Context: an optimization exercise on an open-source flow, tuned for small area, a short achievable clock period and few clock cycles. The choices shown serve that exercise and are no tape-out recipe. The RTL was checked by simulation tests, not by an equivalence proof against the original design.

==> flow/design.v <==
`timescale 1ns/1ps
module kf_top
#(parameter W=24, parameter FRAC=14, parameter NR=40, parameter ADDRW=6)
(
  input              clk,
  input              rst_n,
  input              start,
  input  [W-1:0]     data_in,
  output reg         ready,
  output [W-1:0]     result_out,
  output reg         au_done
);
  reg sLOAD, sM1, sM2, sOP1, sOP2, sDI, sDIV, sM3, sM4, sOP4;
  reg [2:0]  lc;           
  reg [1:0]  mcnt;         
  reg        mfirst;       
  reg        px;           
  reg        dfirst;       
  reg [3:0]  dcnt;         
  reg        accs;         
  reg        qtop2;        
  reg [23:0] PHI, Q, R, X, Y, AR;
  reg [36:0] ACC;
  reg [23:0] REM;
  reg [11:0] BSEL;         
  assign result_out = Q;           
  function [1:0] top_chunk;
    input [22:0] v;
    begin
      if      (|v[22:15]) top_chunk = 2'd2;
      else if (|v[14:7])  top_chunk = 2'd1;
      else                top_chunk = 2'd0;
    end
  endfunction
  function [11:0] booth;
    input [8:0] c;
    integer k;
    begin
      for (k = 0; k < 4; k = k + 1) begin
        booth[3*k]   = c[2*k+1] ^ c[2*k];                                   
        booth[3*k+1] = (c[2*k+2] & ~c[2*k+1] & ~c[2*k]) |
                       (~c[2*k+2] & c[2*k+1] & c[2*k]);                     
        booth[3*k+2] = c[2*k+2] & ~(c[2*k+1] & c[2*k]);                     
      end
    end
  endfunction
  function [8:0] chunk;
    input [22:0] v;
    input [1:0]  i;
    begin
      case (i)
        2'd0:    chunk = {v[7:0], 1'b0};
        2'd1:    chunk = v[15:7];
        default: chunk = {1'b0, v[22:15]};
      endcase
    end
  endfunction
  wire [36:0] acc_sh = mfirst ? 37'd0 : {ACC[28:0], 8'd0};
  wire [36:0] msum;
  mulstep MUL (.acc(acc_sh), .a(AR[22:0]), .bsel(BSEL), .sum(msum));
  wire [22:0] mprod = msum[36:14];
  wire        m3div  = sDIV & ((dcnt == 4'd5 & qtop2) | dcnt == 4'd1);
  wire        mP     = sM1 | sM2 | sM4 | px;           
  wire        mB     = mP | m3div | sM3;
  wire        mlast  = (mP & (mcnt == 2'd0)) | sM3;
  wire [1:0]  ptop   = top_chunk(PHI[22:0]);
  wire        mstart  = (sLOAD & (lc == 3'd5)) | ((sM1 | sM2 | sM3) & (mcnt == 2'd0));
  wire [1:0]  cidx    = mstart ? ptop : mcnt - 2'd1;
  reg  [8:0]  bchunk;
  always @* begin
    if (sDIV)
      case (dcnt)
        4'd6:    bchunk = {1'b0, Y[22:15]};
        4'd2:    bchunk = Y[15:7];
        default: bchunk = {Y[7:2], qb1, qb0, 1'b0};
      endcase
    else
      bchunk = chunk(PHI[22:0], cidx);
  end
  wire [11:0] bnext   = booth(bchunk);
  wire        a_prod = sOP1 | sOP4;
  wire        b_q    = sOP1 | sOP2;
  wire        sub_op = sDIV;
  wire [23:0] sa_in  = a_prod ? {accs, ACC[36:14]} : (sOP2 ? R : Y);
  wire [23:0] sb_in  = b_q ? Q : X;
  wire [23:0] smres;
  smadd SMA (.a(sa_in), .b({sb_in[23] ^ sub_op, sb_in[22:0]}), .y(smres));
  reg         dz, dsm;
  wire [22:0] dmag = dz ? 23'h7FFFFE : R[22:0];
  wire        b1, b2;
  wire [22:0] rv;
  divstep DIVS (.r(REM), .d(dmag), .b1(b1), .b2(b2), .rv(rv));
  wire        qb1 = dsm ? ~dfirst : b1;
  wire        qb0 = dsm | b2;
  wire [22:0] qr     = Q[22:0] | R[22:0];
  wire        dfast  = (Q[23] == R[23]) && (|qr[22:6]);
  wire        pxdone = !px || mcnt == 2'd0;
  reg  [3:0]  fm;
  always @* begin
    if      (|qr[22:21]) fm = 4'd10;
    else if (|qr[20:19]) fm = 4'd9;
    else if (|qr[18:17]) fm = 4'd8;
    else if (|qr[16:15]) fm = 4'd7;
    else if (|qr[14:13]) fm = 4'd6;
    else if (|qr[12:11]) fm = 4'd5;
    else if (|qr[10:9])  fm = 4'd4;
    else if (|qr[8:7])   fm = 4'd3;
    else                 fm = 4'd2;
  end
  reg [23:0] finit;
  always @* begin
    finit = 24'd0;
    finit[{fm, 1'b1}] = 1'b1;
  end
  always @(posedge clk) begin
    if (mB) ACC <= msum;
    BSEL <= bnext;
    if (sOP2 | sDI) begin
      REM  <= (sOP2 & dfast) ? finit : 24'd32;
      dcnt <= (sOP2 & dfast) ? 4'd13 - fm : 4'd11;
    end else begin
      REM  <= {rv, 1'b0};
      dcnt <= dcnt - 4'd1;
    end
  end
  always @(posedge clk) begin
    if (!rst_n) begin
      ready <= 1'b1; au_done <= 1'b0;
      sLOAD <= 1'b0; sM1 <= 1'b0; sM2 <= 1'b0; sOP1 <= 1'b0; sOP2 <= 1'b0;
      sDI <= 1'b0; sDIV <= 1'b0; sM3 <= 1'b0; sM4 <= 1'b0; sOP4 <= 1'b0;
      px <= 1'b0; lc <= 3'd0; mfirst <= 1'b0; mcnt <= 2'd0;
    end else begin
      au_done <= 1'b0;
      if (mB) begin
        mfirst <= mlast;
        if (mP && mcnt != 2'd0) mcnt <= mcnt - 2'd1;
      end
      if (px && mcnt == 2'd0) begin
        px <= 1'b0;
        X[23] <= X[23] ^ PHI[23];
      end
      if (ready && start) begin
        ready <= 1'b0; sLOAD <= 1'b1; lc <= 3'd1;
      end
      if (sLOAD) begin
        lc <= lc + 3'd1;
        case (lc)
          3'd1: PHI <= data_in;
          3'd2: Q   <= data_in;
          3'd3: R   <= data_in;
          3'd4: X   <= data_in;
          default: begin
            AR <= data_in;
            sLOAD <= 1'b0; sM1 <= 1'b1;
            mcnt <= ptop; mfirst <= 1'b1;
          end
        endcase
      end
      if (sM1) begin
        if (mfirst) Y <= data_in;
        if (mcnt == 2'd0) begin
          AR[23] <= AR[23] ^ PHI[23];
          sM1 <= 1'b0; sM2 <= 1'b1;
          mcnt <= ptop;
        end
      end
      if (sM2 && mcnt == 2'd0) begin
        accs <= AR[23] ^ PHI[23];
        AR   <= X;
        sM2 <= 1'b0; sOP1 <= 1'b1;
        mcnt <= ptop; px <= 1'b1;
      end
      if (sOP1) begin
        sOP1 <= 1'b0; sOP2 <= 1'b1;
      end
      if (sOP2) begin
        R    <= smres;
        sOP2 <= 1'b0;
        dfirst <= 1'b1;
        qtop2 <= ~dfast | (fm <= 4'd6);
        dz   <= 1'b0;
        dsm  <= 1'b0;
        if (dfast && pxdone) begin
          AR   <= Q;                   
          sDIV <= 1'b1;
        end else
          sDI <= 1'b1;                 
      end
      if (sDI) begin
        AR     <= Q;
        qtop2  <= 1'b1;
        dz     <= ~|R[22:0];
        dsm    <= |R[22:0] && (R[22:6] == 17'd0) && (!R[5] || R[4:0] == 5'd0);
        sDI <= 1'b0; sDIV <= 1'b1;
      end
      if (sDIV) begin
        if (dfirst) begin
          PHI <= smres;                
          Y   <= 24'd0;
        end
        Y[{dcnt, 1'b1}] <= qb1;
        Y[{dcnt, 1'b0}] <= qb0;
        dfirst <= 1'b0;
        if (dcnt == 4'd0) begin
          sDIV <= 1'b0; sM3 <= 1'b1;
        end
      end
      if (sM3) begin
        AR[23] <= Q[23] ^ R[23];           
        mcnt <= ptop;                      
        sM3 <= 1'b0; sM4 <= 1'b1;
      end
      if (sM4 && mcnt == 2'd0) begin
        accs <= AR[23] ^ PHI[23];
        sM4 <= 1'b0; sOP4 <= 1'b1;
      end
      if (sOP4) begin
        ready <= 1'b1; au_done <= 1'b1;
        sOP4 <= 1'b0;
      end
      if ((sM1 && mcnt == 2'd0) || sM3) AR[22:0] <= mprod;    
      if (px && mcnt == 2'd0)           X[22:0]  <= mprod;    
      if (sOP1 | sOP4)                  Q        <= smres;    
    end
  end
endmodule
module smadd(input [23:0] a, input [23:0] b, output [23:0] y);
  wire        sa   = a[23];
  wire        esub = a[23] ^ b[23];
  wire [22:0] ma   = a[22:0];
  wire [22:0] yb   = b[22:0] ^ {23{esub}};
  wire [22:0] g0   = ma & yb;
  wire [22:0] p0   = ma ^ yb;
  wire [22:0] g [0:5];
  wire [22:0] p [0:5];
  assign g[0] = g0; assign p[0] = p0;
  genvar l, i;
  generate
    for (l = 0; l < 5; l = l + 1) begin : lv
      for (i = 0; i < 23; i = i + 1) begin : bt
        if ((i >> l) & 1) begin : cmb
          localparam integer j = ((i >> l) << l) - 1;
          assign g[l+1][i] = g[l][i] | (p[l][i] & g[l][j]);
          assign p[l+1][i] = p[l][i] & p[l][j];
        end else begin : pas
          assign g[l+1][i] = g[l][i];
          assign p[l+1][i] = p[l][i];
        end
      end
    end
  endgenerate
  wire [22:0] G = g[5];
  wire [22:0] P = p[5];
  wire [22:0] c0 = {G[21:0], 1'b0};
  wire [22:0] c1 = {G[21:0] | P[21:0], 1'b1};
  wire [22:0] s0 = p0 ^ c0;
  wire [22:0] s1 = p0 ^ c1;
  wire        gt = G[22];              
  wire        eq = P[22];              
  reg  [23:0] r;
  always @* begin
    if (!esub)
      r = {sa & (|ma | |b[22:0]), gt ? 23'h7FFFFF : s0};
    else if (gt | eq)
      r = {sa & gt, s1};
    else
      r = {~sa, ~s0};
  end
  assign y = r;
endmodule
module mulstep(input [36:0] acc, input [22:0] a, input [11:0] bsel, output [36:0] sum);
  wire [23:0] am  = {1'b0, a};
  wire [23:0] am2 = {a, 1'b0};
  wire [23:0] row [0:3];
  wire [3:0]  ng;
  genvar gk;
  generate
    for (gk = 0; gk < 4; gk = gk + 1) begin : brow
      assign ng[gk]  = bsel[3*gk+2];
      assign row[gk] = (({24{bsel[3*gk]}} & am) | ({24{bsel[3*gk+1]}} & am2)) ^ {24{ng[gk]}};
    end
  endgenerate
  wire [36:0] op0 = {12'd0, ~ng[0], row[0]};
  wire [36:0] op1 = {10'd0, ~ng[1], row[1], 2'd0};
  wire [36:0] op2 = {8'd0,  ~ng[2], row[2], 4'd0};
  wire [36:0] op3 = {6'd0,  ~ng[3], row[3], 6'd0};
  wire [36:0] opn = {30'd0, ng[3], 1'b0, ng[2], 1'b0, ng[1], 1'b0, ng[0]};
  localparam [36:0] SEXT = 37'h1FAB000000;    
  assign sum = acc + op0 + op1 + op2 + op3 + opn + SEXT;
endmodule
module divstep(input [23:0] r, input [22:0] d, output b1, output b2, output [22:0] rv);
  wire [24:0] t1  = {1'b0, r} - {2'b0, d};
  assign      b1  = ~t1[24];
  wire [23:0] r1  = b1 ? {t1[22:0], 1'b0} : {r[22:0], 1'b0};
  wire [24:0] t2  = {1'b0, r1} - {2'b0, d};
  assign      b2  = ~t2[24];
  assign      rv  = b2 ? t2[22:0] : r1[22:0];
endmodule
==> flow/config.mk <==
export PLATFORM = sky130hd
export DESIGN_NAME = kf_top
export DESIGN_NICKNAME = kf_top
export VERILOG_FILES = /design/flow/design.v
export SDC_FILE = /design/flow/constraint.sdc
export NUM_CORES = 4
export LEC_CHECK = 0
export ABC_AREA = 1
export CAP_MARGIN = 20
export CORE_MARGIN = 2
export CORE_UTILIZATION = 40
export PLACE_DENSITY = 0.6
export SETUP_SLACK_MARGIN = 5
export SLEW_MARGIN = 20
export SYNTH_HIERARCHICAL = 1
==> flow/constraint.sdc <==
create_clock -name core_clock -period 10.0 [get_ports {clk}]
set_input_delay 2.0000 -clock core_clock [delete_from_list [all_inputs] [get_ports {clk}]]
set_output_delay 2.0000 -clock core_clock [all_outputs]
set_load 0.01 [all_outputs]
run.sh (not shown) runs the stock make flow with config.mk's settings and CLKGATE_MAP_FILE= SYNTH_SCRIPT=/design/flow/synth_recipe.tcl, a recipe that flattens the netlist after the stock synthesis.
Testbench counts at the start, summed over its fixed seeds: cycles 7,763.
Edit:
--- a/flow/design.v
+++ b/flow/design.v
@@ -83,15 +83,16 @@
   wire        sub_op = sDIV;
   wire [23:0] sa_in  = a_prod ? {accs, ACC[36:14]} : (sOP2 ? R : Y);
   wire [23:0] sb_in  = b_q ? Q : X;
   wire [23:0] smres;
   smadd SMA (.a(sa_in), .b({sb_in[23] ^ sub_op, sb_in[22:0]}), .y(smres));
-  reg         dz, dsm;
+  wire        dz   = ~|R[22:0];    
   wire [22:0] dmag = dz ? 23'h7FFFFE : R[22:0];
   wire        b1, b2;
   wire [22:0] rv;
   divstep DIVS (.r(REM), .d(dmag), .b1(b1), .b2(b2), .rv(rv));
+  wire        dsm = ~dz && (R[22:6] == 17'd0) && (!R[5] || R[4:0] == 5'd0);
   wire        qb1 = dsm ? ~dfirst : b1;
   wire        qb0 = dsm | b2;
   wire [22:0] qr     = Q[22:0] | R[22:0];
   wire        dfast  = (Q[23] == R[23]) && (|qr[22:6]);
   wire        pxdone = !px || mcnt == 2'd0;
@@ -135,11 +136,11 @@
         mfirst <= mlast;
         if (mP && mcnt != 2'd0) mcnt <= mcnt - 2'd1;
       end
       if (px && mcnt == 2'd0) begin
         px <= 1'b0;
-        X[23] <= X[23] ^ PHI[23];
+        X  <= {X[23] ^ PHI[23], mprod};
       end
       if (ready && start) begin
         ready <= 1'b0; sLOAD <= 1'b1; lc <= 3'd1;
       end
       if (sLOAD) begin
@@ -157,11 +158,11 @@
         endcase
       end
       if (sM1) begin
         if (mfirst) Y <= data_in;
         if (mcnt == 2'd0) begin
-          AR[23] <= AR[23] ^ PHI[23];
+          AR <= {AR[23] ^ PHI[23], mprod};
           sM1 <= 1'b0; sM2 <= 1'b1;
           mcnt <= ptop;
         end
       end
       if (sM2 && mcnt == 2'd0) begin
@@ -169,30 +170,27 @@
         AR   <= X;
         sM2 <= 1'b0; sOP1 <= 1'b1;
         mcnt <= ptop; px <= 1'b1;
       end
       if (sOP1) begin
+        Q <= smres;
         sOP1 <= 1'b0; sOP2 <= 1'b1;
       end
       if (sOP2) begin
         R    <= smres;
         sOP2 <= 1'b0;
         dfirst <= 1'b1;
         qtop2 <= ~dfast | (fm <= 4'd6);
-        dz   <= 1'b0;
-        dsm  <= 1'b0;
-        if (dfast && pxdone) begin
+        if (pxdone) begin
           AR   <= Q;                   
           sDIV <= 1'b1;
         end else
           sDI <= 1'b1;                 
       end
       if (sDI) begin
         AR     <= Q;
         qtop2  <= 1'b1;
-        dz     <= ~|R[22:0];
-        dsm    <= |R[22:0] && (R[22:6] == 17'd0) && (!R[5] || R[4:0] == 5'd0);
         sDI <= 1'b0; sDIV <= 1'b1;
       end
       if (sDIV) begin
         if (dfirst) begin
           PHI <= smres;                
@@ -204,25 +202,23 @@
         if (dcnt == 4'd0) begin
           sDIV <= 1'b0; sM3 <= 1'b1;
         end
       end
       if (sM3) begin
-        AR[23] <= Q[23] ^ R[23];           
+        AR   <= {Q[23] ^ R[23], mprod};    
         mcnt <= ptop;                      
         sM3 <= 1'b0; sM4 <= 1'b1;
       end
       if (sM4 && mcnt == 2'd0) begin
         accs <= AR[23] ^ PHI[23];
         sM4 <= 1'b0; sOP4 <= 1'b1;
       end
       if (sOP4) begin
+        Q <= smres;
         ready <= 1'b1; au_done <= 1'b1;
         sOP4 <= 1'b0;
       end
-      if ((sM1 && mcnt == 2'd0) || sM3) AR[22:0] <= mprod;    
-      if (px && mcnt == 2'd0)           X[22:0]  <= mprod;    
-      if (sOP1 | sOP4)                  Q        <= smres;    
     end
   end
 endmodule
 module smadd(input [23:0] a, input [23:0] b, output [23:0] y);
   wire        sa   = a[23];
Outcome: Worst setup slack gets better by 0.094 ns; die area climbs by 0.71%; count of clock-buffer cells in the layout drops by 1; final area rose by 3.9%; wire length came out higher by about 2.5%; register-to-register slack gets better by 0.09 ns; fmax is higher by 1.9%; hold slack got worse by 0.0043 ns; sequential share of layout area falls by 1.0 points; sequential cell count fell by 2.
Testbench counts after the change, summed over its fixed seeds: cycles 7,763.

-- port drivers added, routing unchanged --
The flow's constraints put no driver on any port. The routed layouts listed below were extracted and timed again, unchanged, in two steps. Step 1: set_driving_cell puts a clkbuf_16 on clk and a buf_2 on each other input, an assumption about the parent block. Step 2 also shifts input and output timing later by t, the mid clock arrival at the registers, as if the neighbouring blocks saw the same clock. a / b / c = no drivers / after step 1 / after step 2; a / b = the first two.
run	t, ns	setup WS [ns]	hold slack, ns	worst setup path at the end
the first run	0.647	5.099 / 5.099 / 5.099	0.487 / 0.487 / 0.487	register to register
the second run	0.671	5.193 / 5.193 / 5.193	0.483 / 0.483 / 0.483	register to register
After both steps every run listed still meets setup and hold.
